This is an optimization exercise on Yosys and OpenROAD, whose aim is small area, not a production implementation. Only simulation tests tie the RTL to the original design; equivalence was not proved. Power is estimated from default activity; no workload was simulated.

## flow/design.v (module list and top-level ports; edited modules follow where they fit)
// module vgagame: 364 lines
// module romE: 165 lines
// module romB: 60 lines
// module romC: 304 lines
// module romGO: 337 lines
// module glyph: 182 lines
module vgagame(clk, vga_h_sync, vga_v_sync, vga_R, vga_G, vga_B, up, down, left, right, shoot, test, reset);
  // ...
==> flow/run.sh <==
#!/bin/bash
# synth_recipe.tcl (not shown) runs the flow's synth.tcl, then flattens the netlist and writes it again
# the make line also repeats each setting of config.mk as NAME=value (left out here)
make -C /OpenROAD-flow-scripts/flow DESIGN_CONFIG=/design/flow/config.mk WORK_HOME=/design/flow/orfs CLKGATE_MAP_FILE= SYNTH_SCRIPT=/design/flow/synth_recipe.tcl finish
==> flow/config.mk <==
export PLATFORM = sky130hd
export DESIGN_NAME = vgagame
export DESIGN_NICKNAME = vgagame
export VERILOG_FILES = /design/flow/design.v
export SDC_FILE = /design/flow/constraint.sdc
export NUM_CORES = 4
export LEC_CHECK = 0
export ABC_AREA = 1
export CAP_MARGIN = 20
export CORE_MARGIN = 2
export CORE_UTILIZATION = 65
export CTS_BUF_LIST = sky130_fd_sc_hd__clkbuf_8 sky130_fd_sc_hd__clkbuf_16
export CTS_CLUSTER_DIAMETER = 100
export CTS_CLUSTER_SIZE = 20
export SLEW_MARGIN = 20
export SYNTH_MEMORY_MAX_BITS = 16384
==> flow/constraint.sdc <==
create_clock -name core_clock -period 10.0 [get_ports {clk}]
set_input_delay 2.0000 -clock core_clock [delete_from_list [all_inputs] [get_ports {clk}]]
set_output_delay 2.0000 -clock core_clock [all_outputs]
set_load 0.01 [all_outputs]
==> impl_metrics.py, run 1 <==
metrics = {
    "timing": {
        "hold_viol_final": 0,
        "slew_headroom_pct": 23.74,
        "setup_slack_ns": 3.350,
        "fin_crit_ns": 6.650,
        "drv_slew": 0,
        "max_freq_ghz": 0.1504,
    },
    "routing": {
        "drt-initial-drc-count": 5144,
        "vias": 42760,
        "dr.pass1.iters": 9,
        "met2_length_mm": 61.24,
        "top_layer_used": "met4",
        "via_per_inst": 6.200,
        "m1WireLength_mm": 55.79,
        "ant_nets": 0,
    },
    "finish": {
        "multi_input_area_share_pct": 64.00,
        "n_antenna_cell": 5,
        "fillers": 5829,
        "n_all_inverters": 1111,
    },
    "clock_network": {
        "htree_levels": 1,
        "cts_max_path_buffers": 3,
        "cts_resized": 0,
    },
    "power": {
        "p_comb_uw": 1190,
        "p_sw_uw": 1624,
        "p_clk_uw": 1330,
        "pwr-share-clk_pct": 30.0,
    },
    "synthesis": {
        "synth_cell_types": 83,
        "synth_enable_flop_cells": 123,
        "yosysTopAreaCellShare_pct": 21.44,
        "dominantRegCellSynth": "dfxtp_1",
        "yosys_warnings": 8,
        "async_flop_share_pct": 0,
        "synth_top_family_by_area": "adder cells",
        "syn_area_per_cell_um2": 7.561,
    },
    "global_route": {
        "use_met3_pct": 8.735,
        "grt_start_max_net_pins": 43,
    },
    "floorplanning": {
        "dieArea_um2": 71500,
    },
    "hold_path": {
        "min_path_type": "flip-flop to flip-flop",
    },
    "run_status": {
        "outcome": "timing/DRC/antenna clean",
    },
    "worst_setup_path": {
        "worstPathRequired_ns": 10.56,
        "cp-start-kind": "flip-flop",
    },
}
==> module romB, before the edit <==
module romB(input [3:0] x, input [4:0] y, output [2:0] c);
  wire n13, n14, n15, n16, n17, n18, n19,
    n20, n21, n22, n23, n24, n25, n26, n27,
    n28, n29, n30, n31, n32, n33, n34, n35,
    n36, n37, n38, n39, n40, n41, n43, n44,
    n45, n46, n47, n48, n49, n50, n51, n52,
    n53, n54, n55, n56, n57, n58, n59, n61,
    n62;
  assign n13 = ~y[2] & ~y[1];
  assign n14 = ~y[0] & n13;
  assign n15 = y[3] & ~n14;
  assign n16 = y[4] & ~n15;
  assign n17 = x[2] & x[1];
  assign n18 = ~y[2] & ~n17;
  assign n19 = ~n16 & ~n18;
  assign n20 = ~x[1] & x[0];
  assign n21 = y[0] & ~n20;
  assign n22 = x[1] & ~x[0];
  assign n23 = y[3] & ~n22;
  assign n24 = ~n21 & n23;
  assign n25 = ~n19 & ~n24;
  assign n26 = y[1] & y[0];
  assign n27 = y[2] & n26;
  assign n28 = ~y[3] & ~n27;
  assign n29 = y[4] & ~n28;
  assign n30 = ~x[2] & ~x[1];
  assign n31 = ~y[4] & n30;
  assign n32 = ~n29 & ~n31;
  assign n33 = ~n17 & ~n32;
  assign n34 = x[3] & ~n33;
  assign n35 = ~n25 & n34;
  assign n36 = x[0] & n17;
  assign n37 = ~x[3] & ~n36;
  assign n38 = ~n32 & n37;
  assign n39 = ~n35 & ~n38;
  assign n40 = ~y[4] & y[3];
  assign n41 = ~n13 & n40;
  assign c[2] = ~n39 & ~n41;
  assign n43 = x[0] & n30;
  assign n44 = ~n15 & ~n43;
  assign n45 = ~x[0] & n30;
  assign n46 = y[2] & y[1];
  assign n47 = ~n45 & n46;
  assign n48 = y[4] & ~n47;
  assign n49 = ~n44 & ~n48;
  assign n50 = ~n20 & n26;
  assign n51 = ~y[1] & ~y[0];
  assign n52 = ~n17 & ~n22;
  assign n53 = ~n51 & n52;
  assign n54 = ~n50 & n53;
  assign n55 = n17 & n27;
  assign n56 = x[3] & ~n55;
  assign n57 = ~n54 & n56;
  assign n58 = ~n16 & ~n57;
  assign n59 = ~n49 & n58;
  assign c[1] = ~n39 & n59;
  assign n61 = ~y[2] & ~n26;
  assign n62 = n43 & ~n61;
  assign c[0] = c[1] & n62;
endmodule
==> module romC, before the edit <==
module romC(input [5:0] x, input [5:0] y, output [2:0] c);
  wire n16, n17, n18, n19, n20, n21, n22,
    n23, n24, n25, n26, n27, n28, n29, n30,
    n31, n32, n33, n34, n35, n36, n37, n38,
    n39, n40, n41, n42, n43, n44, n45, n46,
    n47, n48, n49, n50, n51, n52, n53, n54,
    n55, n56, n57, n58, n59, n60, n61, n62,
    n63, n64, n65, n66, n67, n68, n69, n70,
    n71, n72, n73, n74, n75, n76, n77, n78,
    n79, n80, n81, n82, n83, n84, n85, n86,
    n87, n88, n89, n90, n91, n92, n93, n94,
    n95, n96, n97, n98, n99, n100, n101,
    n102, n103, n104, n105, n106, n107, n108,
    n109, n110, n111, n112, n113, n114, n115,
    n116, n117, n118, n119, n120, n121, n122,
    n123, n124, n125, n126, n127, n128, n129,
    n130, n131, n132, n133, n134, n135, n136,
    n137, n138, n139, n140, n141, n142, n143,
    n144, n145, n146, n147, n148, n149, n150,
    n151, n152, n153, n154, n155, n156, n157,
    n158, n159, n160, n161, n162, n163, n164,
    n165, n166, n167, n168, n169, n170, n171,
    n172, n173, n174, n175, n176, n177, n178,
    n179, n180, n181, n182, n183, n184, n185,
    n186, n188, n189, n190, n191, n192, n193,
    n194, n195, n196, n197, n198, n199, n200,
    n201, n202, n203, n204, n205, n206, n207,
    n208, n209, n210, n211, n212, n213, n214,
    n215, n216, n217, n218, n219, n220, n221,
    n222, n223, n224, n225, n226, n227, n228,
    n229, n230, n231, n232, n233, n234, n235,
    n236, n237, n238, n239, n240, n241, n242,
    n243, n244, n245, n246, n247, n248, n249,
    n250, n251, n252, n253, n254, n255, n256,
    n257, n258, n259, n260, n261, n262, n263,
    n264, n265, n266, n267, n268, n270, n271,
    n272, n273, n274, n275, n276, n277, n278,
    n279;
  assign n16 = x[5] & x[3];
  assign n17 = ~x[2] & ~x[1];
  assign n18 = n16 & ~n17;
  assign n19 = ~y[3] & n18;
  assign n20 = ~x[5] & ~x[3];
  assign n21 = ~y[1] & ~y[0];
  assign n22 = y[2] & ~n21;
  assign n23 = n20 & ~n22;
  assign n24 = ~y[2] & ~y[1];
  assign n25 = ~y[0] & n24;
  assign n26 = ~x[1] & ~x[0];
  assign n27 = ~x[5] & ~x[2];
  assign n28 = n26 & n27;
  assign n29 = ~n25 & ~n28;
  assign n30 = ~n23 & n29;
  assign n31 = ~n19 & n30;
  assign n32 = x[3] & x[2];
  assign n33 = ~x[3] & ~x[2];
  assign n34 = ~n32 & ~n33;
  assign n35 = y[1] & y[0];
  assign n36 = ~y[2] & ~n35;
  assign n37 = n34 & ~n36;
  assign n38 = x[1] & x[0];
  assign n39 = x[2] & n38;
  assign n40 = n18 & ~n39;
  assign n41 = y[3] & ~n40;
  assign n42 = ~n37 & ~n41;
  assign n43 = ~n31 & n42;
  assign n44 = ~y[5] & ~n43;
  assign n45 = x[2] & ~n26;
  assign n46 = x[4] & n45;
  assign n47 = x[5] & ~n45;
  assign n48 = ~y[2] & y[1];
  assign n49 = n38 & n48;
  assign n50 = ~n35 & ~n49;
  assign n51 = ~n47 & n50;
  assign n52 = ~n46 & n51;
  assign n53 = y[3] & ~n52;
  assign n54 = ~n22 & ~n36;
  assign n55 = x[4] & n32;
  assign n56 = ~n38 & n55;
  assign n57 = n54 & n56;
  assign n58 = x[5] & ~x[4];
  assign n59 = ~x[2] & ~n38;
  assign n60 = ~x[5] & x[4];
  assign n61 = ~n59 & n60;
  assign n62 = ~n58 & ~n61;
  assign n63 = ~n57 & n62;
  assign n64 = ~n53 & ~n63;
  assign n65 = n38 & n55;
  assign n66 = ~x[4] & n33;
  assign n67 = ~n65 & ~n66;
  assign n68 = ~x[4] & x[1];
  assign n69 = y[3] & n68;
  assign n70 = y[5] & n35;
  assign n71 = y[2] & n70;
  assign n72 = ~n69 & n71;
  assign n73 = ~n67 & n72;
  assign n74 = ~n64 & ~n73;
  assign n75 = ~n44 & n74;
  assign n76 = y[4] & ~n75;
  assign n77 = x[2] & ~x[1];
  assign n78 = ~x[5] & x[2];
  assign n79 = x[5] & ~x[2];
  assign n80 = ~n78 & ~n79;
  assign n81 = x[1] & ~n80;
  assign n82 = ~n77 & ~n81;
  assign n83 = ~n35 & n82;
  assign n84 = n22 & ~n83;
  assign n85 = ~n16 & ~n20;
  assign n86 = n77 & ~n85;
  assign n87 = x[2] & n40;
  assign n88 = ~n86 & ~n87;
  assign n89 = y[5] & ~y[4];
  assign n90 = ~y[1] & y[0];
  assign n91 = n27 & n38;
  assign n92 = ~n90 & n91;
  assign n93 = n89 & ~n92;
  assign n94 = n88 & n93;
  assign n95 = ~n84 & n94;
  assign n96 = n24 & n95;
  assign n97 = y[4] & ~y[2];
  assign n98 = ~y[4] & ~n25;
  assign n99 = ~n97 & ~n98;
  assign n100 = ~n45 & ~n99;
  assign n101 = ~n59 & ~n97;
  assign n102 = y[4] & ~n35;
  assign n103 = x[5] & ~n102;
  assign n104 = ~n101 & n103;
  assign n105 = ~x[4] & x[3];
  assign n106 = ~n104 & n105;
  assign n107 = ~n100 & n106;
  assign n108 = y[3] & y[2];
  assign n109 = ~y[4] & ~y[3];
  assign n110 = ~n108 & ~n109;
  assign n111 = ~n98 & ~n110;
  assign n112 = x[1] & n34;
  assign n113 = x[4] & ~x[3];
  assign n114 = n112 & ~n113;
  assign n115 = n111 & n114;
  assign n116 = y[4] & y[3];
  assign n117 = ~n97 & n110;
  assign n118 = ~n116 & ~n117;
  assign n119 = n70 & n86;
  assign n120 = n118 & n119;
  assign n121 = ~n58 & ~n120;
  assign n122 = ~n115 & n121;
  assign n123 = ~n107 & ~n122;
  assign n124 = x[4] & n33;
  assign n125 = ~x[1] & n124;
  assign n126 = ~n60 & ~n125;
  assign n127 = ~y[2] & n59;
  assign n128 = y[3] & ~n127;
  assign n129 = ~y[1] & n97;
  assign n130 = ~n45 & ~n129;
  assign n131 = ~n128 & n130;
  assign n132 = ~n111 & ~n131;
  assign n133 = y[2] & n26;
  assign n134 = y[3] & ~n35;
  assign n135 = n133 & n134;
  assign n136 = x[3] & ~n135;
  assign n137 = ~n89 & ~n136;
  assign n138 = ~n132 & n137;
  assign n139 = ~n126 & ~n138;
  assign n140 = ~n123 & ~n139;
  assign n141 = ~n96 & n140;
  assign n142 = ~n39 & ~n59;
  assign n143 = n82 & ~n142;
  assign n144 = n85 & ~n143;
  assign n145 = ~n26 & ~n38;
  assign n146 = x[5] & n34;
  assign n147 = ~n145 & n146;
  assign n148 = ~n142 & n147;
  assign n149 = ~x[5] & x[3];
  assign n150 = n145 & n149;
  assign n151 = ~n54 & ~n150;
  assign n152 = n118 & n151;
  assign n153 = ~n148 & n152;
  assign n154 = ~n144 & n153;
  assign n155 = ~y[0] & ~n67;
  assign n156 = ~y[1] & ~n88;
  assign n157 = ~n155 & ~n156;
  assign n158 = ~n154 & n157;
  assign n159 = n21 & ~n77;
  assign n160 = y[5] & ~y[3];
  assign n161 = ~n159 & n160;
  assign n162 = ~n158 & n161;
  assign n163 = n24 & ~n68;
  assign n164 = ~n67 & n163;
  assign n165 = ~y[5] & ~y[3];
  assign n166 = ~n164 & n165;
  assign n167 = y[3] & ~n58;
  assign n168 = ~y[4] & ~n167;
  assign n169 = ~n166 & n168;
  assign n170 = x[1] & n78;
  assign n171 = ~n22 & n89;
  assign n172 = ~n170 & n171;
  assign n173 = ~n47 & n172;
  assign n174 = n144 & n173;
  assign n175 = n113 & n133;
  assign n176 = n32 & n68;
  assign n177 = ~n124 & ~n176;
  assign n178 = ~n175 & n177;
  assign n179 = n35 & n108;
  assign n180 = ~y[4] & ~n179;
  assign n181 = ~y[5] & ~n180;
  assign n182 = ~n178 & n181;
  assign n183 = ~n174 & ~n182;
  assign n184 = ~n169 & n183;
  assign n185 = ~n162 & n184;
  assign n186 = n141 & n185;
  assign c[2] = ~n76 & n186;
  assign n188 = ~n154 & c[2];
  assign n189 = x[3] & n17;
  assign n190 = y[5] & ~n189;
  assign n191 = ~n188 & n190;
  assign n192 = y[2] & y[1];
  assign n193 = ~x[3] & ~n192;
  assign n194 = n77 & ~n193;
  assign n195 = ~n34 & ~n192;
  assign n196 = y[4] & ~n195;
  assign n197 = ~n194 & ~n196;
  assign n198 = ~n144 & ~n197;
  assign n199 = ~n25 & n198;
  assign n200 = n26 & n149;
  assign n201 = n25 & n200;
  assign n202 = ~n198 & n201;
  assign n203 = ~n25 & ~n192;
  assign n204 = y[5] & ~y[2];
  assign n205 = n38 & n204;
  assign n206 = n20 & n205;
  assign n207 = ~n148 & ~n206;
  assign n208 = n203 & ~n207;
  assign n209 = ~n202 & ~n208;
  assign n210 = ~n199 & n209;
  assign n211 = ~y[3] & ~n210;
  assign n212 = ~x[3] & ~n45;
  assign n213 = ~y[3] & ~n36;
  assign n214 = ~n212 & ~n213;
  assign n215 = ~n26 & n32;
  assign n216 = n214 & ~n215;
  assign n217 = n144 & n216;
  assign n218 = n24 & n148;
  assign n219 = n49 & n55;
  assign n220 = ~n218 & ~n219;
  assign n221 = ~n43 & ~n220;
  assign n222 = ~n217 & ~n221;
  assign n223 = ~n44 & ~n222;
  assign n224 = x[1] & n109;
  assign n225 = ~n203 & n224;
  assign n226 = ~n216 & n225;
  assign n227 = ~x[3] & ~n226;
  assign n228 = ~y[3] & ~n21;
  assign n229 = ~y[1] & n116;
  assign n230 = ~n228 & ~n229;
  assign n231 = n36 & n145;
  assign n232 = ~n230 & n231;
  assign n233 = ~x[5] & ~n232;
  assign n234 = ~n227 & n233;
  assign n235 = n48 & n116;
  assign n236 = ~n26 & n109;
  assign n237 = n203 & n236;
  assign n238 = ~n235 & ~n237;
  assign n239 = ~x[4] & n59;
  assign n240 = ~n238 & n239;
  assign n241 = ~n112 & ~n189;
  assign n242 = ~n240 & n241;
  assign n243 = x[3] & n225;
  assign n244 = x[5] & ~n243;
  assign n245 = ~x[3] & n214;
  assign n246 = ~n225 & n245;
  assign n247 = ~n244 & ~n246;
  assign n248 = ~n242 & n247;
  assign n249 = ~n234 & n248;
  assign n250 = ~n154 & n181;
  assign n251 = ~n58 & n126;
  assign n252 = ~n97 & ~n102;
  assign n253 = ~n142 & n252;
  assign n254 = ~n178 & n253;
  assign n255 = ~n251 & ~n254;
  assign n256 = ~n95 & ~n255;
  assign n257 = n24 & n86;
  assign n258 = y[2] & ~n177;
  assign n259 = n126 & ~n258;
  assign n260 = ~n257 & n259;
  assign n261 = ~y[5] & y[3];
  assign n262 = ~n260 & n261;
  assign n263 = ~n169 & ~n262;
  assign n264 = n256 & n263;
  assign n265 = ~n250 & n264;
  assign n266 = ~n249 & n265;
  assign n267 = ~n223 & n266;
  assign n268 = ~n211 & n267;
  assign c[1] = ~n191 & n268;
  assign n270 = ~n24 & n116;
  assign n271 = ~n80 & ~n134;
  assign n272 = n153 & ~n271;
  assign n273 = y[5] & n251;
  assign n274 = ~n144 & n273;
  assign n275 = ~n272 & n274;
  assign n276 = ~c[1] & n275;
  assign n277 = ~n270 & n276;
  assign n278 = ~n35 & n276;
  assign n279 = ~c[2] & ~n278;
  assign c[0] = ~n277 & ~n279;
endmodule
==> inputs of run 2 (changes only) <==
--- a/flow/design.v
+++ b/flow/design.v
@@ -534,57 +534,58 @@
     n36, n37, n38, n39, n40, n41, n43, n44,
     n45, n46, n47, n48, n49, n50, n51, n52,
-    n53, n54, n55, n56, n57, n58, n59, n61,
-    n62;
-  assign n13 = ~y[2] & ~y[1];
-  assign n14 = ~y[0] & n13;
-  assign n15 = y[3] & ~n14;
-  assign n16 = y[4] & ~n15;
-  assign n17 = x[2] & x[1];
-  assign n18 = ~y[2] & ~n17;
-  assign n19 = ~n16 & ~n18;
-  assign n20 = ~x[1] & x[0];
-  assign n21 = y[0] & ~n20;
-  assign n22 = x[1] & ~x[0];
-  assign n23 = y[3] & ~n22;
-  assign n24 = ~n21 & n23;
-  assign n25 = ~n19 & ~n24;
-  assign n26 = y[1] & y[0];
-  assign n27 = y[2] & n26;
-  assign n28 = ~y[3] & ~n27;
-  assign n29 = y[4] & ~n28;
-  assign n30 = ~x[2] & ~x[1];
-  assign n31 = ~y[4] & n30;
-  assign n32 = ~n29 & ~n31;
-  assign n33 = ~n17 & ~n32;
-  assign n34 = x[3] & ~n33;
-  assign n35 = ~n25 & n34;
-  assign n36 = x[0] & n17;
-  assign n37 = ~x[3] & ~n36;
-  assign n38 = ~n32 & n37;
-  assign n39 = ~n35 & ~n38;
-  assign n40 = ~y[4] & y[3];
-  assign n41 = ~n13 & n40;
-  assign c[2] = ~n39 & ~n41;
-  assign n43 = x[0] & n30;
-  assign n44 = ~n15 & ~n43;
-  assign n45 = ~x[0] & n30;
-  assign n46 = y[2] & y[1];
+    n53, n54, n55, n56, n57, n58, n59, n60,
+    n62, n63;
+  assign n13 = x[2] & x[1];
+  assign n14 = x[0] & n13;
+  assign n15 = ~x[2] & ~x[1];
+  assign n16 = ~y[4] & ~n15;
+  assign n17 = ~n14 & ~n16;
+  assign n18 = ~x[1] & x[0];
+  assign n19 = y[0] & ~n18;
+  assign n20 = x[1] & ~x[0];
+  assign n21 = y[3] & ~n20;
+  assign n22 = ~n19 & n21;
+  assign n23 = ~y[2] & ~n13;
+  assign n24 = ~n22 & n23;
+  assign n25 = x[3] & ~n24;
+  assign n26 = ~n17 & ~n25;
+  assign n27 = ~y[2] & ~y[1];
+  assign n28 = ~y[0] & n27;
+  assign n29 = y[3] & ~n28;
+  assign n30 = n13 & n29;
+  assign n31 = x[3] & n17;
+  assign n32 = ~n30 & n31;
+  assign n33 = ~n26 & ~n32;
+  assign n34 = y[2] & y[1];
+  assign n35 = y[0] & n34;
+  assign n36 = ~x[3] & n35;
+  assign n37 = y[4] & ~y[3];
+  assign n38 = ~n36 & n37;
+  assign n39 = ~y[4] & y[3];
+  assign n40 = ~n27 & n39;
+  assign n41 = ~n38 & ~n40;
+  assign c[2] = n33 & n41;
+  assign n43 = ~y[0] & ~n34;
+  assign n44 = y[1] & y[0];
+  assign n45 = ~n18 & n44;
+  assign n46 = ~n13 & ~n20;
   assign n47 = ~n45 & n46;
-  assign n48 = y[4] & ~n47;
-  assign n49 = ~n44 & ~n48;
-  assign n50 = ~n20 & n26;
-  assign n51 = ~y[1] & ~y[0];
-  assign n52 = ~n17 & ~n22;
-  assign n53 = ~n51 & n52;
-  assign n54 = ~n50 & n53;
-  assign n55 = n17 & n27;
-  assign n56 = x[3] & ~n55;
-  assign n57 = ~n54 & n56;
-  assign n58 = ~n16 & ~n57;
-  assign n59 = ~n49 & n58;
-  assign c[1] = ~n39 & n59;
-  assign n61 = ~y[2] & ~n26;
-  assign n62 = n43 & ~n61;
-  assign c[0] = c[1] & n62;
+  assign n48 = ~n43 & n47;
+  assign n49 = n13 & n35;
+  assign n50 = x[3] & ~n49;
+  assign n51 = ~n48 & n50;
+  assign n52 = ~x[0] & n15;
+  assign n53 = n34 & ~n52;
+  assign n54 = n29 & ~n53;
+  assign n55 = y[4] & ~n54;
+  assign n56 = ~x[2] & n18;
+  assign n57 = ~n29 & ~n56;
+  assign n58 = ~y[4] & ~n57;
+  assign n59 = ~n55 & ~n58;
+  assign n60 = ~n51 & n59;
+  assign c[1] = n33 & n60;
+  assign n62 = ~y[2] & ~n44;
+  assign n63 = n56 & ~n62;
+  assign c[0] = c[1] & n63;
 endmodule
 module romC(input [5:0] x, input [5:0] y, output [2:0] c);
@@ -610,285 +611,262 @@
     n158, n159, n160, n161, n162, n163, n164,
     n165, n166, n167, n168, n169, n170, n171,
-    n172, n173, n174, n175, n176, n177, n178,
-    n179, n180, n181, n182, n183, n184, n185,
-    n186, n188, n189, n190, n191, n192, n193,
+    n173, n174, n175, n176, n177, n178, n179,
+    n180, n181, n182, n183, n184, n185, n186,
+    n187, n188, n189, n190, n191, n192, n193,
     n194, n195, n196, n197, n198, n199, n200,
-    n201, n202, n203, n204, n205, n206, n207,
-    n208, n209, n210, n211, n212, n213, n214,
-    n215, n216, n217, n218, n219, n220, n221,
-    n222, n223, n224, n225, n226, n227, n228,
-    n229, n230, n231, n232, n233, n234, n235,
-    n236, n237, n238, n239, n240, n241, n242,
-    n243, n244, n245, n246, n247, n248, n249,
-    n250, n251, n252, n253, n254, n255, n256,
-    n257, n258, n259, n260, n261, n262, n263,
-    n264, n265, n266, n267, n268, n270, n271,
-    n272, n273, n274, n275, n276, n277, n278,
-    n279;
-  assign n16 = x[5] & x[3];
-  assign n17 = ~x[2] & ~x[1];
-  assign n18 = n16 & ~n17;
-  assign n19 = ~y[3] & n18;
-  assign n20 = ~x[5] & ~x[3];
-  assign n21 = ~y[1] & ~y[0];
-  assign n22 = y[2] & ~n21;
-  assign n23 = n20 & ~n22;
-  assign n24 = ~y[2] & ~y[1];
-  assign n25 = ~y[0] & n24;
-  assign n26 = ~x[1] & ~x[0];
-  assign n27 = ~x[5] & ~x[2];
-  assign n28 = n26 & n27;
-  assign n29 = ~n25 & ~n28;
-  assign n30 = ~n23 & n29;
-  assign n31 = ~n19 & n30;
-  assign n32 = x[3] & x[2];
-  assign n33 = ~x[3] & ~x[2];
-  assign n34 = ~n32 & ~n33;
-  assign n35 = y[1] & y[0];
-  assign n36 = ~y[2] & ~n35;
-  assign n37 = n34 & ~n36;
-  assign n38 = x[1] & x[0];
-  assign n39 = x[2] & n38;
-  assign n40 = n18 & ~n39;
-  assign n41 = y[3] & ~n40;
-  assign n42 = ~n37 & ~n41;
-  assign n43 = ~n31 & n42;
-  assign n44 = ~y[5] & ~n43;
-  assign n45 = x[2] & ~n26;
-  assign n46 = x[4] & n45;
-  assign n47 = x[5] & ~n45;
-  assign n48 = ~y[2] & y[1];
-  assign n49 = n38 & n48;
-  assign n50 = ~n35 & ~n49;
-  assign n51 = ~n47 & n50;
-  assign n52 = ~n46 & n51;
-  assign n53 = y[3] & ~n52;
-  assign n54 = ~n22 & ~n36;
-  assign n55 = x[4] & n32;
-  assign n56 = ~n38 & n55;
-  assign n57 = n54 & n56;
-  assign n58 = x[5] & ~x[4];
-  assign n59 = ~x[2] & ~n38;
-  assign n60 = ~x[5] & x[4];
-  assign n61 = ~n59 & n60;
-  assign n62 = ~n58 & ~n61;
-  assign n63 = ~n57 & n62;
-  assign n64 = ~n53 & ~n63;
-  assign n65 = n38 & n55;
-  assign n66 = ~x[4] & n33;
-  assign n67 = ~n65 & ~n66;
-  assign n68 = ~x[4] & x[1];
-  assign n69 = y[3] & n68;
-  assign n70 = y[5] & n35;
-  assign n71 = y[2] & n70;
-  assign n72 = ~n69 & n71;
-  assign n73 = ~n67 & n72;
-  assign n74 = ~n64 & ~n73;
-  assign n75 = ~n44 & n74;
-  assign n76 = y[4] & ~n75;
-  assign n77 = x[2] & ~x[1];
-  assign n78 = ~x[5] & x[2];
-  assign n79 = x[5] & ~x[2];
-  assign n80 = ~n78 & ~n79;
-  assign n81 = x[1] & ~n80;
-  assign n82 = ~n77 & ~n81;
-  assign n83 = ~n35 & n82;
-  assign n84 = n22 & ~n83;
-  assign n85 = ~n16 & ~n20;
-  assign n86 = n77 & ~n85;
-  assign n87 = x[2] & n40;
-  assign n88 = ~n86 & ~n87;
-  assign n89 = y[5] & ~y[4];
-  assign n90 = ~y[1] & y[0];
-  assign n91 = n27 & n38;
-  assign n92 = ~n90 & n91;
-  assign n93 = n89 & ~n92;
-  assign n94 = n88 & n93;
-  assign n95 = ~n84 & n94;
-  assign n96 = n24 & n95;
-  assign n97 = y[4] & ~y[2];
-  assign n98 = ~y[4] & ~n25;
-  assign n99 = ~n97 & ~n98;
-  assign n100 = ~n45 & ~n99;
-  assign n101 = ~n59 & ~n97;
-  assign n102 = y[4] & ~n35;
-  assign n103 = x[5] & ~n102;
-  assign n104 = ~n101 & n103;
-  assign n105 = ~x[4] & x[3];
-  assign n106 = ~n104 & n105;
-  assign n107 = ~n100 & n106;
-  assign n108 = y[3] & y[2];
-  assign n109 = ~y[4] & ~y[3];
-  assign n110 = ~n108 & ~n109;
-  assign n111 = ~n98 & ~n110;
-  assign n112 = x[1] & n34;
-  assign n113 = x[4] & ~x[3];
-  assign n114 = n112 & ~n113;
-  assign n115 = n111 & n114;
-  assign n116 = y[4] & y[3];
-  assign n117 = ~n97 & n110;
+    n201, n203, n204, n205, n206, n207, n208,
+    n209, n210, n211, n212, n213, n214, n215,
+    n216, n217, n218, n219, n220, n221, n222,
+    n223, n224, n225, n226, n227, n228, n229,
+    n230, n231, n232, n233, n234, n235, n236,
+    n237, n238, n239, n240, n241, n242, n243,
+    n244, n245, n246, n247, n248, n249, n250,
+    n251, n252, n253, n254, n255, n256, n257,
+    n258, n259;
+  assign n16 = ~y[5] & y[4];
+  assign n17 = x[2] & x[0];
+  assign n18 = x[1] & n17;
+  assign n19 = ~y[1] & ~y[0];
+  assign n20 = x[3] & n19;
+  assign n21 = ~n18 & n20;
+  assign n22 = n16 & n21;
+  assign n23 = x[5] & ~x[4];
+  assign n24 = y[4] & ~y[0];
+  assign n25 = n17 & n24;
+  assign n26 = n23 & n25;
+  assign n27 = ~n22 & ~n26;
+  assign n28 = y[2] & ~n27;
+  assign n29 = ~x[3] & ~x[2];
+  assign n30 = ~x[1] & n29;
+  assign n31 = x[5] & ~n30;
+  assign n32 = x[4] & ~n31;
+  assign n33 = ~n23 & ~n32;
+  assign n34 = x[1] & x[0];
+  assign n35 = ~x[2] & ~n34;
+  assign n36 = ~x[4] & ~n35;
+  assign n37 = ~y[0] & ~n34;
+  assign n38 = y[1] & ~n37;
+  assign n39 = y[4] & ~n38;
+  assign n40 = n36 & ~n39;
+  assign n41 = ~y[4] & ~y[3];
+  assign n42 = y[1] & y[0];
+  assign n43 = y[3] & y[2];
+  assign n44 = n42 & n43;
+  assign n45 = ~x[1] & ~x[0];
+  assign n46 = x[2] & ~n45;
+  assign n47 = ~n44 & ~n46;
+  assign n48 = y[4] & ~n47;
+  assign n49 = ~n41 & ~n48;
+  assign n50 = x[3] & ~n49;
+  assign n51 = ~n40 & n50;
+  assign n52 = ~x[5] & ~n35;
+  assign n53 = ~y[2] & ~y[1];
+  assign n54 = ~y[3] & ~y[2];
+  assign n55 = ~n42 & n54;
+  assign n56 = y[4] & ~n55;
+  assign n57 = ~n53 & n56;
+  assign n58 = ~y[5] & ~y[2];
+  assign n59 = ~x[2] & n58;
+  assign n60 = ~n57 & ~n59;
+  assign n61 = ~n52 & ~n60;
+  assign n62 = n49 & ~n61;
+  assign n63 = y[4] & ~n43;
+  assign n64 = n19 & n54;
+  assign n65 = ~y[4] & ~n64;
+  assign n66 = ~n63 & ~n65;
+  assign n67 = ~x[3] & ~n46;
+  assign n68 = x[3] & x[2];
+  assign n69 = ~n45 & n68;
+  assign n70 = ~n67 & ~n69;
+  assign n71 = y[4] & y[0];
+  assign n72 = x[3] & n71;
+  assign n73 = ~n70 & ~n72;
+  assign n74 = ~n66 & ~n73;
+  assign n75 = x[3] & ~n45;
+  assign n76 = x[4] & n75;
+  assign n77 = ~n74 & ~n76;
+  assign n78 = ~n62 & n77;
+  assign n79 = ~n51 & n78;
+  assign n80 = ~n33 & ~n79;
+  assign n81 = ~n68 & ~n75;
+  assign n82 = x[5] & ~n81;
+  assign n83 = ~x[5] & n81;
+  assign n84 = ~n82 & ~n83;
+  assign n85 = ~n18 & ~n35;
+  assign n86 = n84 & n85;
+  assign n87 = ~n29 & ~n68;
+  assign n88 = ~n85 & ~n87;
+  assign n89 = ~n86 & ~n88;
+  assign n90 = n68 & n89;
+  assign n91 = n54 & n56;
+  assign n92 = n90 & n91;
+  assign n93 = ~y[2] & ~n42;
+  assign n94 = ~x[5] & ~n19;
+  assign n95 = ~x[1] & ~n94;
+  assign n96 = n93 & ~n95;
+  assign n97 = n87 & ~n96;
+  assign n98 = ~n84 & ~n97;
+  assign n99 = ~n64 & ~n98;
+  assign n100 = y[3] & ~n21;
+  assign n101 = y[2] & ~n19;
+  assign n102 = ~x[3] & ~n45;
+  assign n103 = n101 & n102;
+  assign n104 = ~n100 & ~n103;
+  assign n105 = ~n99 & n104;
+  assign n106 = n16 & ~n105;
+  assign n107 = ~x[4] & ~x[3];
+  assign n108 = x[1] & n66;
+  assign n109 = ~x[2] & ~n108;
+  assign n110 = y[5] & y[4];
+  assign n111 = y[2] & y[1];
+  assign n112 = n110 & n111;
+  assign n113 = ~x[5] & x[1];
+  assign n114 = ~y[4] & n53;
+  assign n115 = ~n113 & n114;
+  assign n116 = ~n112 & ~n115;
+  assign n117 = y[3] & ~n42;
   assign n118 = ~n116 & ~n117;
-  assign n119 = n70 & n86;
-  assign n120 = n118 & n119;
-  assign n121 = ~n58 & ~n120;
-  assign n122 = ~n115 & n121;
-  assign n123 = ~n107 & ~n122;
-  assign n124 = x[4] & n33;
-  assign n125 = ~x[1] & n124;
-  assign n126 = ~n60 & ~n125;
-  assign n127 = ~y[2] & n59;
-  assign n128 = y[3] & ~n127;
-  assign n129 = ~y[1] & n97;
-  assign n130 = ~n45 & ~n129;
-  assign n131 = ~n128 & n130;
-  assign n132 = ~n111 & ~n131;
-  assign n133 = y[2] & n26;
-  assign n134 = y[3] & ~n35;
-  assign n135 = n133 & n134;
-  assign n136 = x[3] & ~n135;
-  assign n137 = ~n89 & ~n136;
-  assign n138 = ~n132 & n137;
-  assign n139 = ~n126 & ~n138;
-  assign n140 = ~n123 & ~n139;
-  assign n141 = ~n96 & n140;
-  assign n142 = ~n39 & ~n59;
-  assign n143 = n82 & ~n142;
-  assign n144 = n85 & ~n143;
-  assign n145 = ~n26 & ~n38;
-  assign n146 = x[5] & n34;
-  assign n147 = ~n145 & n146;
-  assign n148 = ~n142 & n147;
-  assign n149 = ~x[5] & x[3];
-  assign n150 = n145 & n149;
-  assign n151 = ~n54 & ~n150;
-  assign n152 = n118 & n151;
-  assign n153 = ~n148 & n152;
-  assign n154 = ~n144 & n153;
-  assign n155 = ~y[0] & ~n67;
-  assign n156 = ~y[1] & ~n88;
-  assign n157 = ~n155 & ~n156;
-  assign n158 = ~n154 & n157;
-  assign n159 = n21 & ~n77;
-  assign n160 = y[5] & ~y[3];
-  assign n161 = ~n159 & n160;
-  assign n162 = ~n158 & n161;
-  assign n163 = n24 & ~n68;
-  assign n164 = ~n67 & n163;
-  assign n165 = ~y[5] & ~y[3];
-  assign n166 = ~n164 & n165;
-  assign n167 = y[3] & ~n58;
-  assign n168 = ~y[4] & ~n167;
-  assign n169 = ~n166 & n168;
-  assign n170 = x[1] & n78;
-  assign n171 = ~n22 & n89;
-  assign n172 = ~n170 & n171;
-  assign n173 = ~n47 & n172;
-  assign n174 = n144 & n173;
-  assign n175 = n113 & n133;
-  assign n176 = n32 & n68;
-  assign n177 = ~n124 & ~n176;
-  assign n178 = ~n175 & n177;
-  assign n179 = n35 & n108;
-  assign n180 = ~y[4] & ~n179;
-  assign n181 = ~y[5] & ~n180;
-  assign n182 = ~n178 & n181;
-  assign n183 = ~n174 & ~n182;
-  assign n184 = ~n169 & n183;
-  assign n185 = ~n162 & n184;
-  assign n186 = n141 & n185;
-  assign c[2] = ~n76 & n186;
-  assign n188 = ~n154 & c[2];
-  assign n189 = x[3] & n17;
-  assign n190 = y[5] & ~n189;
-  assign n191 = ~n188 & n190;
-  assign n192 = y[2] & y[1];
-  assign n193 = ~x[3] & ~n192;
-  assign n194 = n77 & ~n193;
-  assign n195 = ~n34 & ~n192;
-  assign n196 = y[4] & ~n195;
-  assign n197 = ~n194 & ~n196;
-  assign n198 = ~n144 & ~n197;
-  assign n199 = ~n25 & n198;
-  assign n200 = n26 & n149;
-  assign n201 = n25 & n200;
-  assign n202 = ~n198 & n201;
-  assign n203 = ~n25 & ~n192;
-  assign n204 = y[5] & ~y[2];
-  assign n205 = n38 & n204;
-  assign n206 = n20 & n205;
-  assign n207 = ~n148 & ~n206;
-  assign n208 = n203 & ~n207;
-  assign n209 = ~n202 & ~n208;
-  assign n210 = ~n199 & n209;
-  assign n211 = ~y[3] & ~n210;
-  assign n212 = ~x[3] & ~n45;
-  assign n213 = ~y[3] & ~n36;
-  assign n214 = ~n212 & ~n213;
-  assign n215 = ~n26 & n32;
-  assign n216 = n214 & ~n215;
-  assign n217 = n144 & n216;
-  assign n218 = n24 & n148;
-  assign n219 = n49 & n55;
-  assign n220 = ~n218 & ~n219;
-  assign n221 = ~n43 & ~n220;
-  assign n222 = ~n217 & ~n221;
-  assign n223 = ~n44 & ~n222;
-  assign n224 = x[1] & n109;
-  assign n225 = ~n203 & n224;
-  assign n226 = ~n216 & n225;
-  assign n227 = ~x[3] & ~n226;
-  assign n228 = ~y[3] & ~n21;
-  assign n229 = ~y[1] & n116;
-  assign n230 = ~n228 & ~n229;
-  assign n231 = n36 & n145;
-  assign n232 = ~n230 & n231;
-  assign n233 = ~x[5] & ~n232;
-  assign n234 = ~n227 & n233;
-  assign n235 = n48 & n116;
-  assign n236 = ~n26 & n109;
-  assign n237 = n203 & n236;
-  assign n238 = ~n235 & ~n237;
-  assign n239 = ~x[4] & n59;
-  assign n240 = ~n238 & n239;
-  assign n241 = ~n112 & ~n189;
-  assign n242 = ~n240 & n241;
-  assign n243 = x[3] & n225;
-  assign n244 = x[5] & ~n243;
-  assign n245 = ~x[3] & n214;
-  assign n246 = ~n225 & n245;
-  assign n247 = ~n244 & ~n246;
-  assign n248 = ~n242 & n247;
-  assign n249 = ~n234 & n248;
-  assign n250 = ~n154 & n181;
-  assign n251 = ~n58 & n126;
-  assign n252 = ~n97 & ~n102;
-  assign n253 = ~n142 & n252;
-  assign n254 = ~n178 & n253;
-  assign n255 = ~n251 & ~n254;
-  assign n256 = ~n95 & ~n255;
-  assign n257 = n24 & n86;
-  assign n258 = y[2] & ~n177;
-  assign n259 = n126 & ~n258;
-  assign n260 = ~n257 & n259;
-  assign n261 = ~y[5] & y[3];
-  assign n262 = ~n260 & n261;
-  assign n263 = ~n169 & ~n262;
-  assign n264 = n256 & n263;
-  assign n265 = ~n250 & n264;
-  assign n266 = ~n249 & n265;
-  assign n267 = ~n223 & n266;
-  assign n268 = ~n211 & n267;
-  assign c[1] = ~n191 & n268;
-  assign n270 = ~n24 & n116;
-  assign n271 = ~n80 & ~n134;
-  assign n272 = n153 & ~n271;
-  assign n273 = y[5] & n251;
-  assign n274 = ~n144 & n273;
-  assign n275 = ~n272 & n274;
-  assign n276 = ~c[1] & n275;
-  assign n277 = ~n270 & n276;
-  assign n278 = ~n35 & n276;
-  assign n279 = ~c[2] & ~n278;
-  assign c[0] = ~n277 & ~n279;
+  assign n119 = n109 & n118;
+  assign n120 = x[2] & n108;
+  assign n121 = ~x[5] & ~n120;
+  assign n122 = ~n119 & n121;
+  assign n123 = n107 & ~n122;
+  assign n124 = ~n106 & ~n123;
+  assign n125 = ~n92 & n124;
+  assign n126 = ~n80 & n125;
+  assign n127 = x[4] & x[3];
+  assign n128 = ~y[4] & ~n44;
+  assign n129 = ~y[5] & ~n107;
+  assign n130 = ~n128 & n129;
+  assign n131 = ~n127 & ~n130;
+  assign n132 = x[1] & ~n109;
+  assign n133 = x[3] & ~n132;
+  assign n134 = y[5] & ~y[3];
+  assign n135 = ~y[1] & n134;
+  assign n136 = x[1] & ~x[0];
+  assign n137 = ~n135 & n136;
+  assign n138 = n42 & n110;
+  assign n139 = x[0] & ~n138;
+  assign n140 = y[2] & ~n139;
+  assign n141 = ~n137 & n140;
+  assign n142 = x[4] & x[2];
+  assign n143 = ~n141 & n142;
+  assign n144 = ~n133 & ~n143;
+  assign n145 = ~y[3] & n18;
+  assign n146 = ~n116 & n145;
+  assign n147 = ~n144 & ~n146;
+  assign n148 = ~n131 & ~n147;
+  assign n149 = x[2] & ~x[1];
+  assign n150 = ~y[0] & ~x[2];
+  assign n151 = ~n149 & ~n150;
+  assign n152 = n52 & ~n151;
+  assign n153 = n53 & ~n152;
+  assign n154 = ~n90 & n153;
+  assign n155 = y[3] & ~y[2];
+  assign n156 = ~n117 & ~n155;
+  assign n157 = ~n17 & ~n70;
+  assign n158 = n86 & ~n157;
+  assign n159 = ~n156 & ~n158;
+  assign n160 = ~n154 & n159;
+  assign n161 = ~n19 & n55;
+  assign n162 = ~n149 & ~n161;
+  assign n163 = n116 & ~n162;
+  assign n164 = ~n84 & n163;
+  assign n165 = ~y[4] & ~n101;
+  assign n166 = ~n41 & ~n165;
+  assign n167 = ~n164 & n166;
+  assign n168 = y[5] & ~n167;
+  assign n169 = ~n160 & n168;
+  assign n170 = ~n148 & ~n169;
+  assign n171 = n126 & n170;
+  assign c[2] = ~n28 & n171;
+  assign n173 = ~y[3] & n88;
+  assign n174 = x[3] & n36;
+  assign n175 = n34 & ~n54;
+  assign n176 = ~x[4] & ~n175;
+  assign n177 = ~x[3] & ~n18;
+  assign n178 = ~n176 & n177;
+  assign n179 = ~n174 & ~n178;
+  assign n180 = ~y[4] & ~n149;
+  assign n181 = ~n63 & ~n180;
+  assign n182 = y[5] & ~n181;
+  assign n183 = n179 & n182;
+  assign n184 = ~n173 & n183;
+  assign n185 = c[2] & ~n184;
+  assign n186 = ~n90 & n165;
+  assign n187 = ~n84 & n117;
+  assign n188 = y[1] & n155;
+  assign n189 = y[4] & ~n64;
+  assign n190 = ~x[2] & x[1];
+  assign n191 = x[5] & n190;
+  assign n192 = x[5] & x[1];
+  assign n193 = x[2] & ~n192;
+  assign n194 = ~n191 & ~n193;
+  assign n195 = ~n128 & n194;
+  assign n196 = ~n189 & n195;
+  assign n197 = ~n188 & ~n196;
+  assign n198 = ~n187 & n197;
+  assign n199 = y[5] & n33;
+  assign n200 = ~n198 & n199;
+  assign n201 = ~n186 & n200;
+  assign c[0] = n185 | n201;
+  assign n203 = ~y[2] & y[1];
+  assign n204 = ~n84 & n203;
+  assign n205 = ~n70 & ~n204;
+  assign n206 = ~n128 & ~n205;
+  assign n207 = ~n56 & ~n84;
+  assign n208 = ~n165 & n207;
+  assign n209 = ~n206 & n208;
+  assign n210 = ~n165 & n205;
+  assign n211 = ~y[3] & ~n93;
+  assign n212 = ~n89 & ~n211;
+  assign n213 = ~n210 & n212;
+  assign n214 = ~n209 & ~n213;
+  assign n215 = y[5] & ~n214;
+  assign n216 = ~x[2] & n34;
+  assign n217 = ~n45 & ~n216;
+  assign n218 = x[5] & ~n34;
+  assign n219 = n217 & ~n218;
+  assign n220 = ~n46 & n218;
+  assign n221 = n66 & ~n220;
+  assign n222 = ~n219 & n221;
+  assign n223 = ~n205 & n222;
+  assign n224 = x[1] & n43;
+  assign n225 = ~n74 & n224;
+  assign n226 = ~n84 & n155;
+  assign n227 = n128 & ~n226;
+  assign n228 = ~n225 & n227;
+  assign n229 = ~n223 & n228;
+  assign n230 = ~y[1] & n149;
+  assign n231 = ~n55 & ~n230;
+  assign n232 = ~y[4] & ~n231;
+  assign n233 = n207 & ~n232;
+  assign n234 = ~y[5] & ~n233;
+  assign n235 = ~n229 & n234;
+  assign n236 = ~n49 & n88;
+  assign n237 = ~n33 & ~n236;
+  assign n238 = x[3] & ~n93;
+  assign n239 = ~y[4] & ~n111;
+  assign n240 = x[1] & ~n93;
+  assign n241 = x[2] & ~n240;
+  assign n242 = n217 & ~n241;
+  assign n243 = n239 & ~n242;
+  assign n244 = ~n238 & ~n243;
+  assign n245 = ~x[4] & ~n244;
+  assign n246 = ~n76 & ~n111;
+  assign n247 = n190 & ~n239;
+  assign n248 = ~n149 & ~n247;
+  assign n249 = ~n246 & n248;
+  assign n250 = n29 & ~n239;
+  assign n251 = ~n161 & ~n211;
+  assign n252 = ~n250 & ~n251;
+  assign n253 = n179 & n252;
+  assign n254 = ~n249 & n253;
+  assign n255 = ~n245 & n254;
+  assign n256 = ~n237 & ~n255;
+  assign n257 = ~n235 & n256;
+  assign n258 = ~n215 & n257;
+  assign n259 = n171 & n258;
+  assign c[1] = c[0] & n259;
 endmodule
 module romGO(input [6:0] x, input [3:0] y, output c);
==> run 2 against run 1 <==
Net effect: total power is 2.9% higher; register-to-register slack better by 0.19 ns; flip-flop and latch count stayed put; die area is 0.89% higher; critical path depth is 4 lower; sequential power hardly changed; via count is 1.0% higher; setup slack better by 0.19 ns; largest power group unchanged; highest routed layer unchanged; still clean; fmax is 2.9% higher.
==> impl_metrics.py, run 2 <==
metrics = {
    "synthesis": {
        "yosysTopAreaCell": "fa_1",
        "synth_common_cells": "inv_1 (1,088), nand2_1 (915), nor2_1 (594), o21ai_0 (547), fa_1 (483)",
        "syn_area_um2": 45500,
        "netlist_top_cells_area": "fa_1 (21%), dfxtp_1 (14%), inv_1 (9.0%)",
        "ys_ff_latch": 452,
        "synthXorXnorAreaFrac_pct": 0.7122,
        "synth_top_family_by_area": "adder cells",
        "synth_enable_flop_cells": 123,
        "async_flop_share_pct": 0,
        "yosysTopAreaCellShare_pct": 21.25,
        "syn_area_per_cell_um2": 7.575,
        "yosys_warnings": 8,
        "muxShareOfSynthArea_pct": 0.3410,
        "synth_fa_ha_area_share_pct": 26.39,
        "synthSimpleGateAreaFrac_pct": 22.66,
        "synth_fp_nets": 6684,
        "yosysSeqAreaShare_pct": 22.59,
        "dominantRegCellSynth": "dfxtp_1",
        "synth_most_common_cell": "inv_1",
        "synth_compound_area_share_pct": 16.89,
        "synth_cell_types": 89,
        "syn_inst": 6007,
    },
    "clock_network": {
        "cts_resized": 0,
        "root_buffer": "clkbuf_16",
        "cts_max_path_buffers": 3,
        "htree_levels": 2,
        "clkTransAtPathRegs_ns": 0.09,
        "cts_sinks": 452,
        "cts_tree": "built",
        "postCtsSetupBuffers": 0,
        "cts_hold_buffers": 0,
        "clock_latency_ns": 0.60,
        "cts_buffers": 34,
    },
    "placement": {
        "io_buffers": 12,
        "dpl_worst_slack_ns": 3.721,
        "dp_hpwl_mm": 110.2,
        "gp_congestion": 0.9925,
    },
    "routing": {
        "drt_wl_total_mm": 145.0,
        "drc_errors": 0,
        "drt-initial-drc-count": 5209,
        "dr.pass1.iters": 10,
        "vias": 43190,
        "via_per_inst": 6.228,
        "wl_per_cell_um": 20.91,
        "ant_nets": 0,
    },
    "worst_setup_path": {
        "crit_fanout": 13,
        "cp-end-kind": "flip-flop",
        "criticalPathCategory": "flip-flop to flip-flop",
        "worstPathRequired_ns": 10.51,
        "crit_arrival_ns": 6.98,
        "r2r_slack_ns": 3.54,
        "cp-start-kind": "flip-flop",
    },
    "finish": {
        "layout.nets": 6647,
        "final_common_cell": "inv_1",
        "reg_top3": "EX: 100 flops, EY: 90 flops, BX: 50 flops",
        "layout_common_cells": "inv_1 (1,084), nand2_1 (915), nor2_1 (594)",
        "largest_register_ffs": 100,
        "drive_gt1_share_pct": 5.473,
        "areaGrowthSynthToFinish_pct": 4.691,
        "regMostFlops": "EX",
    },
    "global_route": {
        "antenna_found_initial": 1,
        "grt_start_max_net_pins": 41,
        "grt_pass1_vias": 40980,
        "grt_pass1_wl_mm": 226.5,
        "grt.overflow.total": 0,
        "track_usage_pct": 40.32,
    },
    "timing": {
        "whs_ns": 0.4455,
        "setup_slack_ns": 3.539,
        "drv_slew": 0,
        "clock_skew_ns": 0.02433,
        "tightest_slew_ns": 1.025,
        "fin_crit_ns": 6.461,
        "setup_violations": 0,
        "max_freq_ghz": 0.1548,
        "period_share_pct": 64.61,
        "slew_headroom_pct": 30.93,
        "finalSetupTns_ns": 0,
        "hold_viol_final": 0,
        "grt_setup_unrepaired": "no",
    },
    "floorplanning": {
        "top_level_ports": 13,
        "die_x_um": 268.6,
        "dieArea_um2": 72140,
        "fp.dieH_um": 268.6,
        "rows": 97,
        "core_area_um2": 69660,
        "start_util_pct": 65.31,
    },
    "hold_path": {
        "min_path_type": "flip-flop to flip-flop",
    },
    "run_status": {
        "outcome": "timing/DRC/antenna clean",
    },
    "job": {
        "drv_cap": 0,
    },
    "power": {
        "power_density_nw_per_um2": 96.09,
        "power.leakage_uw": 0.02262,
        "vdd_ir_drop_max_v": 0.0001411,
    },
}
## run 2: per-stage QoR
step	power, µW	std cells	cell area (µm²)	utilization [%]
2_1_floorplan	2727	6007	45500	-
3_3_place_gp	3085	6874	46540	66.81
3_5_place_dp	3089	6874	46540	66.81
4_1_cts	4542	6933	47630	68.38
5_1_grt	4764	6934	47640	68.38
6_report	4577	6934	47640	68.38
## run 2: where the power goes
group / switching, µW / leakage (µW) / internal, µW / total [µW]
Clock: 787 / 0.000568 / 694 / 1480
Sequential: 38.1 / 0.00379 / 1890 / 1920
Combinational: 822 / 0.0183 / 351 / 1170
## run 2: cell type report
| cell class | instances | area, µm² |
|---|---|---|
| Sequential cell | 452 | 10290 |
| Multi-Input combinational cell | 4312 | 30500 |
| Clock inverter | 24 | 216.5 |
| Clock buffer | 35 | 875.8 |
| Timing Repair Buffer | 40 | 325.3 |
| Tap cell | 940 | 1176 |
| Antenna cell | 1 | 2.502 |
| Inverter | 1130 | 4249 |
| Fill cell | 5927 | 22030 |
## run 2: cell families after synthesis
group	after synthesis
AND/OR/NAND/NOR	2285
AO/OA/AOI/OAI	1305
buffers and inverters	1243
adder cells (fa/ha/maj)	670
flip-flops	452
XOR/XNOR	37
multiplexers	15
## run 2: final timing paths
kind                            start  endpoint  cells after the start
worst max register to register  NX[1]    hit[4]                     20
worst min-delay path            sh[1]      test                      0
worst min register to register  sh[1]      test                      0
worst max-delay path            NX[1]    hit[4]                     20
## run 2: layer usage
metal | track usage, % | wire length [µm] | up-vias
met5 | 0 | 0 | -
met1 | 52.21 | 55610 | 20320
met2 | 63.76 | 65080 | 2591
met4 | 21.80 | 9300 | 0
met3 | 8.210 | 15000 | 526
li1 | - | - | 19750
## run 2: critical path: stages, from the launching register on
cell	delay [ns]
dfxtp_2	0.97
inv_1	0.09
buf_4	0.26
fa_1	0.46
fa_1	0.39
fa_1	0.39
fa_1	0.41
fa_1	0.39
fa_1	0.40
fa_1	0.40
fa_1	0.38
inv_1	0.07
fa_1	0.17
nand3_1	0.11
o41ai_1	0.70
nand2_1	0.11
nor2_1	0.15
nor2_1	0.06
nand4_1	0.21
nand2_1	0.08
a21oi_1	0.14

separate check: timing with driven ports:
In the flow no input, the clock included, has a driving cell. The finished layouts below were timed again as built, in two steps.
Step 1, drivers: a clkbuf_16 drives clk and a buf_2 each remaining input, both assumed.
Step 2, shift: input delay + t, output delay - t, t = (earliest + latest rising clock arrival at the registers) / 2. This alone moves slack from input paths to output paths.
a / b / c = ideal ports / drivers / drivers and shift; a / b = the first two.
| run | t (ns) | setup slack, ns | hold slack, ns | latest minus earliest clock arrival (ns) | cell pins on the clock port's net |
|---|---|---|---|---|---|
| run 1 | 0.704 | 3.350 / 3.350 / 3.350 | 0.429 / 0.429 / 0.429 | 0.025 / 0.025 | 1 |
| run 2 | 0.651 | 3.539 / 3.539 / 3.539 | 0.446 / 0.446 / 0.446 | 0.030 / 0.029 | 1 |
After both steps setup and hold are still met in every run listed.
